This is an optimization exercise on Yosys and OpenROAD, whose aim is small area and a short achievable clock period, not a production implementation. Power and IR drop assume default switching activity.

==> flow/design.v <==
module cpu(
input [15:0] instruction,
input [15:0] memIn,
input reset,
input clk,
output [15:0] memOut,
output reg writeM,
output [15:0] memAddress,
output reg [15:0] pc);
reg [15:0] regA;
reg        aInR;
reg [15:0] regD;
reg [15:0] R;       
wire [15:0] A = aInR ? R : regA;
assign memOut = R;
assign memAddress = regA;
wire isC = instruction[15];
wire [6:0] comp = instruction[12:6];
wire a  = comp[6];
wire zx = comp[5];
wire nx = comp[4];
wire zy = comp[3];
wire ny = comp[2];
wire f  = comp[1];
wire no = comp[0];
reg valid;
always @* begin
    case (comp)
        7'b0101010, 7'b0111111, 7'b0111010, 7'b0001100, 7'b0110000, 7'b1110000,
        7'b0001101, 7'b0110001, 7'b1110001, 7'b0001111, 7'b0110011, 7'b1110011,
        7'b0011111, 7'b0110111, 7'b1110111, 7'b0001110, 7'b0110010, 7'b1110010,
        7'b0000010, 7'b1000010, 7'b0010011, 7'b1010011, 7'b0000111, 7'b1000111,
        7'b0000000, 7'b1000000, 7'b0010101, 7'b1010101: valid = 1'b1;
        default: valid = 1'b0;
    endcase
end
wire vC = (valid & isC) | reset;    
wire nxo = nx ^ no;
wire nyo = ny ^ no;
wire [15:0] x = (regD & {16{~zx}}) ^ {16{nxo}};
wire [15:0] y = a ? (memIn ^ {16{nyo}}) : ((A & {16{~zy}}) ^ {16{nyo}});
wire [15:0] p = x ^ y;
wire [15:0] h = x & y;
wire fr = f & ~reset;
wire [15:0] g = h & {16{fr}};   
wire cin = fr & no;
wire [15:0] gg = {g[14:0], cin};
wire [15:0] pp = {p[14:0], 1'b0};
wire [15:0] G1, P1, G2, P2, G3, P3, C;
genvar i;
generate
    for (i = 0; i < 16; i = i + 1) begin : pf
        if (i % 2 == 1) begin
            assign G1[i] = gg[i] | (pp[i] & gg[i-1]);
            assign P1[i] = pp[i] & pp[i-1];
        end else begin
            assign G1[i] = gg[i];
            assign P1[i] = pp[i];
        end
        if (i % 4 >= 2) begin
            assign G2[i] = G1[i] | (P1[i] & G1[i - i % 4 + 1]);
            assign P2[i] = P1[i] & P1[i - i % 4 + 1];
        end else begin
            assign G2[i] = G1[i];
            assign P2[i] = P1[i];
        end
        if (i % 8 >= 4) begin
            assign G3[i] = G2[i] | (P2[i] & G2[i - i % 8 + 3]);
            assign P3[i] = P2[i] & P2[i - i % 8 + 3];
        end else begin
            assign G3[i] = G2[i];
            assign P3[i] = P2[i];
        end
        if (i >= 8) begin
            assign C[i] = G3[i] | (P3[i] & G3[7]);
        end else begin
            assign C[i] = G3[i];
        end
    end
endgenerate
wire fo = (f | no) & ~reset;
wire nf = ~f & ~reset;
wire [15:0] q = (p & {16{fo}}) | (h & {16{nf}});
wire [15:0] r = vC ? (q ^ C) : R;
wire s = C[15] ? (vC ? ~q[15] : R[15]) : (vC ? q[15] : R[15]);
wire [15:0] t = x | y;
wire zA = &(p ~^ {t[14:0], cin});
wire zr = vC ? (f ? zA : ~|q) : ~|R;
wire [2:0] j = instruction[2:0];
wire jmp = isC & ((j[2] & s) | (j[1] & zr) | (j[0] & ~s & ~zr));
always @(posedge clk) begin
    R <= r;
    if (reset || (isC && instruction[4])) regD <= r;
    if (reset) begin
        aInR <= 1'b1;       
        pc <= 16'd0;
        writeM <= 1'b0;
    end else begin
        aInR <= isC & instruction[5];
        pc <= jmp ? A : pc + 16'd1;
        writeM <= isC & instruction[3];
    end
    regA <= isC ? A : {1'b0, instruction[14:0]};
end
endmodule
clock: 8.0 ns
lec_check: 0
cap_margin: 20
core_margin: 2
core_utilization: 55
gpl_routability_driven: 0
setup_slack_margin: 3.8
slew_margin: 20
standard.sh (not shown) runs the stock make flow with config.mk's settings and CLKGATE_MAP_FILE= SYNTH_SCRIPT=/design/flow/synth_recipe.tcl, a recipe that flattens the netlist after the stock synthesis.
==> flow/flow/run.sh <==
#!/bin/bash
# Layout flow: the standard flow (standard.sh) with these changes:
#  - ports are buffered with the cell named in flow/port_buf.txt
#    (default sky130_fd_sc_hd__buf_2) instead of the delay buffers that
#    buffer_ports picks by default; every port still gets its buffer;
#  - clock tree synthesis runs with the arguments in flow/cts_args.txt
#    (default: ORFS's, without dummy loads);
#  - if flow/abc.script exists, the standard synthesis maps the logic with
#    that ABC script instead of ORFS's abc_speed.script, and if
#    flow/no_adder_map exists it leaves adders to ABC instead of mapping
#    them to the library's half and full adder cells. Nothing else in the
#    synthesis changes, so the registers are the standard synthesis's.
# Every tool's output goes to ORFS's logs under orfs/logs; make's own output
# goes to flow.log here.
set -euo pipefail
here=$(pwd)
cp standard.sh standard_sh.log
extra=""
if [[ -f flow/no_adder_map ]]; then extra="ADDER_MAP_FILE="; fi
if [[ -f flow/abc.script ]]; then
  cp flow/abc.script "$here/my_abc.script"
  {
    head -n 1 synth_recipe.tcl
    cat <<'EOT'
proc abc {args} {
  set i [lsearch -exact $args -script]
  if { $i >= 0 } { lset args [expr {$i + 1}] $::env(FLOW_ABC_SCRIPT) }
  yosys abc {*}$args
}
EOT
    tail -n +2 synth_recipe.tcl
  } > "$here/my_synth.tcl"
  export FLOW_ABC_SCRIPT="$here/my_abc.script"
  sed -e "s#SYNTH_SCRIPT=[^ ]*#SYNTH_SCRIPT=$here/my_synth.tcl $extra#" standard.sh > my_standard.sh
else
  sed -e "s#SYNTH_SCRIPT=\([^ ]*\)#SYNTH_SCRIPT=\1 $extra#" standard.sh > my_standard.sh
fi
portbuf=sky130_fd_sc_hd__buf_2
if [[ -f flow/port_buf.txt ]]; then portbuf=$(cat flow/port_buf.txt); fi
export BUFFER_PORTS_ARGS="-buffer_cell $portbuf"
if [[ -f flow/cts_args.txt ]]; then
  export CTS_ARGS="$(cat flow/cts_args.txt)"
else
  export CTS_ARGS="-sink_clustering_enable -repair_clock_nets -dont_use_dummy_load"
fi
bash my_standard.sh > flow.log 2>&1
==> flow/flow/abc.script <==
strash
dch
map -B 0.9
topo
stime -c
buffer -c
upsize -c
dnsize -c
==> flow/flow/cts_args.txt <==
-sink_clustering_enable -repair_clock_nets -dont_use_dummy_load -sink_clustering_size 24 -sink_clustering_max_diameter 80 -buf_list {sky130_fd_sc_hd__clkbuf_4 sky130_fd_sc_hd__clkbuf_8}
==> flow/flow/no_adder_map <==
==> flow/flow/port_buf.txt <==
sky130_fd_sc_hd__buf_1
Next try:
--- a/flow/config.mk
+++ b/flow/config.mk
@@ -8,6 +8,5 @@
 export CAP_MARGIN = 20
 export CORE_MARGIN = 2
-export CORE_UTILIZATION = 55
-export GPL_ROUTABILITY_DRIVEN = 0
+export CORE_UTILIZATION = 60
 export SETUP_SLACK_MARGIN = 3.8
 export SLEW_MARGIN = 20
Effect:
- The new run went through all stages and came out clean
- register-to-register slack is better by 0.06 ns
- hold slack is about the same
- sequential power hardly moves
- area after synthesis stays the same
Next try:
--- a/flow/config.mk
+++ b/flow/config.mk
@@ -8,5 +8,5 @@
 export CAP_MARGIN = 20
 export CORE_MARGIN = 2
-export CORE_UTILIZATION = 60
+export CORE_UTILIZATION = 55
 export SETUP_SLACK_MARGIN = 3.8
 export SLEW_MARGIN = 20
Outcome: Setup slack gains 0.076 ns. Routed wire length drops by 0.59%. Synthesized cell count is unchanged. Count of clock-buffer cells in the layout does not change. Sequential power goes down by about 1%. Core utilization fell by 7.0 points. Critical path depth went up by 4. Sequential cell count stays the same. Sequential share of layout area grows by 0.15 points. Non-clock buffer count goes down by 8.
Next try:
--- a/flow/config.mk
+++ b/flow/config.mk
@@ -9,4 +9,4 @@
 export CORE_MARGIN = 2
 export CORE_UTILIZATION = 55
-export SETUP_SLACK_MARGIN = 3.8
+export SETUP_SLACK_MARGIN = 4.0
 export SLEW_MARGIN = 20
What happened:
- clock-buffer cell count does not change
- power rises by 5.1%
- area after synthesis stays the same
- worst hold slack is worse by 0.011 ns
- wire length rises by 7.2%
- cell count rises by 1.7%
- worst setup slack is better by 0.13 ns
- synthesized cell count stays the same
- sequential power hardly moves
- utilization rises by 5.4 points
- design area rises by 8.6%
Function was not checked in any run of this note: the RTL went through the layout flow alone.

==> static timing again, ports no longer ideal <==
The results above use ideal ports. As a check the final layouts listed here were re-extracted and re-timed, cells and wires unchanged.
Step 1 sets driving cells, clkbuf_16 on the clock port and buf_2 on the other inputs (assumed; they add their load-dependent delay and slew).
Step 2 moves the port delays by t, midway between the first and last clock arrival at a register: inputs arrive t later, outputs are due t later. That takes back most of the time a late clock gives input paths.
a / b / c = ideal / step 1 / step 2; a / b = the first two.
run | shift t [ns] | slack for setup (ns) | latest minus earliest clock arrival (ns) | slew at the worst register clock pin (ns) | cell pins on the clock port's net
the first run | 0.370 | 3.995 / 3.999 / 3.629 | 0.026 / 0.026 | 0.08 / 0.08 | 1
the second run | 0.369 | 3.879 / 3.882 / 3.512 | 0.023 / 0.023 | 0.08 / 0.08 | 1
the third run | 0.377 | 3.955 / 3.949 / 3.572 | 0.025 / 0.025 | 0.08 / 0.08 | 1
the fourth run | 0.374 | 4.086 / 4.090 / 3.716 | 0.026 / 0.026 | 0.08 / 0.08 | 1
After both steps every run listed still meets setup and hold. For the third run, which loses most, drivers alone change the setup slack by -0.006 ns; drivers and shift together by -0.383 ns.
